Background: an optimization exercise with open tools, aiming at small area and a short achievable clock period. Do not read the settings as production practice. In this exercise RTL edits were held to simulation tests only and were not proved equivalent to the original. No activity file was given, so power comes from the tool's default toggle rates. The clock port is modelled as an ideal driver; clocking choices that lean on that would not hold on a real chip.

## run A
## Scrambler
module Scrambler(
  input         clock,
  input         reset,
  input  [63:0] io_in,
  output [63:0] io_out
);
export LEC_CHECK = 0
export CAP_MARGIN = 20
export CORE_MARGIN = 2
export CORE_UTILIZATION = 65
export CTS_CLUSTER_DIAMETER = 80
export CTS_CLUSTER_SIZE = 32
export SETUP_SLACK_MARGIN = 2.5
export SLEW_MARGIN = 20
export SYNTH_HIERARCHICAL = 1
export SYNTH_MINIMUM_KEEP_SIZE = 0
export TNS_END_PERCENT = 5
create_clock -name core_clock -period 6.0 [get_ports {clock}]
standard.sh (not shown) runs the stock make flow with config.mk's settings and CLKGATE_MAP_FILE= SYNTH_SCRIPT=/design/flow/synth_recipe.tcl, a recipe that flattens the netlist after the stock synthesis.
==> flow/flow/run.sh <==
#!/bin/bash
# Layout flow: the standard flow (standard.sh, the ORFS make targets), run
# in two steps.  Synthesis is the standard one, unchanged.  The rest of the
# layout differs from the standard flow in two settings only:
#  - the port buffers that buffer_ports inserts are plain buffers (buf_2)
#    rather than the delay cell it would pick on its own, and
#  - the resizer may swap a cell for one of another footprint
#    (MATCH_CELL_FOOTPRINT=0; sky130hd's platform config sets it to 1).
# Each step's full output goes to its own log file in the work folder.
set -euo pipefail
bash standard.sh synth > run_synth.log 2>&1
bash standard.sh "BUFFER_PORTS_ARGS=-buffer_cell sky130_fd_sc_hd__buf_2" \
  MATCH_CELL_FOOTPRINT=0 finish > run_layout.log 2>&1
Run A completed end to end with timing, DRC and antenna clean.
For run B, these inputs were changed with respect to run A:
==> flow/flow/run.sh <==
#!/bin/bash
# Layout flow: the standard flow (standard.sh, the ORFS make targets), run
# in two steps.  Synthesis is the standard one, unchanged.  The rest of the
# layout differs from the standard flow in these settings only:
#  - the pins are placed by flow/io.tcl (ORFS IO_CONSTRAINTS): io_in[i] and
#    io_out[i] side by side along the bottom edge in bit order, so that the
#    adder between them can be placed compactly;
#  - the port buffers that buffer_ports inserts are plain buffers (buf_2)
#    rather than the delay cell it would pick on its own;
#  - the resizer may swap a cell for one of another footprint
#    (MATCH_CELL_FOOTPRINT=0; sky130hd's platform config sets it to 1).
# Each step's full output goes to its own log file in the work folder.
set -euo pipefail
here=$(pwd)
bash standard.sh synth > run_synth.log 2>&1
bash standard.sh "IO_CONSTRAINTS=$here/flow/io.tcl" IO_PIN_STEP=1 \
  "BUFFER_PORTS_ARGS=-buffer_cell sky130_fd_sc_hd__buf_2" \
  MATCH_CELL_FOOTPRINT=0 finish > run_layout.log 2>&1
==> flow/flow/io.tcl (new file) <==
# Pin placement, sourced at the end of floorplanning (ORFS IO_CONSTRAINTS).
# io_in[i] and io_out[i] sit side by side along the bottom edge, in bit order
# (bit 0 at the left), so that the io_in -> io_out adder can be placed as a
# compact strip next to its pins.  clock and reset go on the left edge.
set die [ord::get_die_area]
set W [expr {[lindex $die 2] - [lindex $die 0]}]
set H [expr {[lindex $die 3] - [lindex $die 1]}]
set pitch 0.46
set offset 0.23
set step $::env(IO_PIN_STEP)
set n 128
set span [expr {($n - 1) * $step * $pitch}]
set k [expr {int((($W - $span) / 2.0 - $offset) / $pitch)}]
for {set i 0} {$i < 64} {incr i} {
  foreach p [list "io_in\[$i\]" "io_out\[$i\]"] {
    place_pin -pin_name $p -layer met2 \
      -location [list [expr {$offset + $k * $pitch}] 0.242] -force_to_die_boundary
    incr k $step
  }
}
# the left edge's horizontal pins use met3 on a 0.68 um pitch (offset 0.34)
set row [expr {int(($H / 2.0 - 0.34) / 0.68)}]
place_pin -pin_name clock -layer met3 \
  -location [list 0.4 [expr {0.34 + $row * 0.68}]] -force_to_die_boundary
place_pin -pin_name reset -layer met3 \
  -location [list 0.4 [expr {0.34 + ($row + 8) * 0.68}]] -force_to_die_boundary
Notes after the runs:
Final period utilization in run B is 1.5 points below run A. Cmp run B vs run A: final standard cell area without fillers higher in run B. Run A and run B ended up with nearly the same placed instance count. The arrival time at the worst endpoint of run B falls short of that of run A by 90 ps. Post-layout total power went up by a few percent going from run A to run B. Fmax: run B higher than run A.
Setup changes, run B to run C
--- a/flow/flow/run.sh
+++ b/flow/flow/run.sh
@@ -14,5 +14,5 @@
 here=$(pwd)
 bash standard.sh synth > run_synth.log 2>&1
-bash standard.sh "IO_CONSTRAINTS=$here/flow/io.tcl" IO_PIN_STEP=1 \
+bash standard.sh "IO_CONSTRAINTS=$here/flow/io.tcl" IO_PIN_STEP=2 \
   "BUFFER_PORTS_ARGS=-buffer_cell sky130_fd_sc_hd__buf_2" \
   MATCH_CELL_FOOTPRINT=0 finish > run_layout.log 2>&1
## What came out
- Run B finished all stages; the layout is clean.
- Run C: all stages complete, timing, DRC and antenna checks passed
- Changes observed in run C relative to run B: minimum clock period after layout saw a decrease, setup slack has increased, utilization after layout lost 0.16 points, multi-input gate share of total cell area held steady, count of clock-net buffers in the final layout shows a reduction of 3.4%.
diff inputs: run C => run D
--- a/flow/flow/run.sh
+++ b/flow/flow/run.sh
@@ -14,5 +14,5 @@
 here=$(pwd)
 bash standard.sh synth > run_synth.log 2>&1
-bash standard.sh "IO_CONSTRAINTS=$here/flow/io.tcl" IO_PIN_STEP=2 \
+bash standard.sh "IO_CONSTRAINTS=$here/flow/io.tcl" IO_PIN_STEP=4 \
   "BUFFER_PORTS_ARGS=-buffer_cell sky130_fd_sc_hd__buf_2" \
   MATCH_CELL_FOOTPRINT=0 finish > run_layout.log 2>&1
Notes after the runs:
- Post-place setup slack, run C and run D, lower one = run C.
- Worst setup slack in run D vs run C: down 27 ps
- Reported for run C and run D, synthesized cell count turned out identical to the last digit.
- Run C → run D: number of buffers other than clock buffers in the final layout picked up an extra about 11%, remaining max-slew budget at the tightest pin higher.
- Run D against run C; half-perimeter wire length after placement is down by a few percent.
- From run C to run D the numbers moved as follows: growth of design area from synthesis to finish grew by 0.46 points; number of logic stages on the critical path including buffering rose by 1; routed wire length moved down; overall die height comparable.

## separate check: timing with driven ports
Ports are ideal in the flow. The routed layouts listed here were re-timed in OpenROAD.
Step 1: set_driving_cell puts a clkbuf_16 on clock and a buf_2 on each other input, an assumption about the parent block.
Step 2, shift: input delay + t, output delay - t, t = (earliest + latest rising clock arrival at the registers) / 2. This alone moves slack from input paths to output paths.
a / b / c = no drivers / after step 1 / after step 2; a / b = the first two.
run	t (ns)	slack for setup (ns)	worst data-port slew with drivers (ns)	cell pins on the clock port's net
run A	0.685	1.486 / 1.466 / 1.466	0.08	1
run B	0.669	1.578 / 1.456 / 1.456	0.19	1
run C	0.663	1.630 / 1.577 / 1.577	0.09	1
run D	0.669	1.603 / 1.562 / 1.562	0.06	1
After both steps every run listed still meets setup and hold. For run B, which loses most, drivers alone change the setup slack by -0.122 ns; drivers and shift together by -0.122 ns.
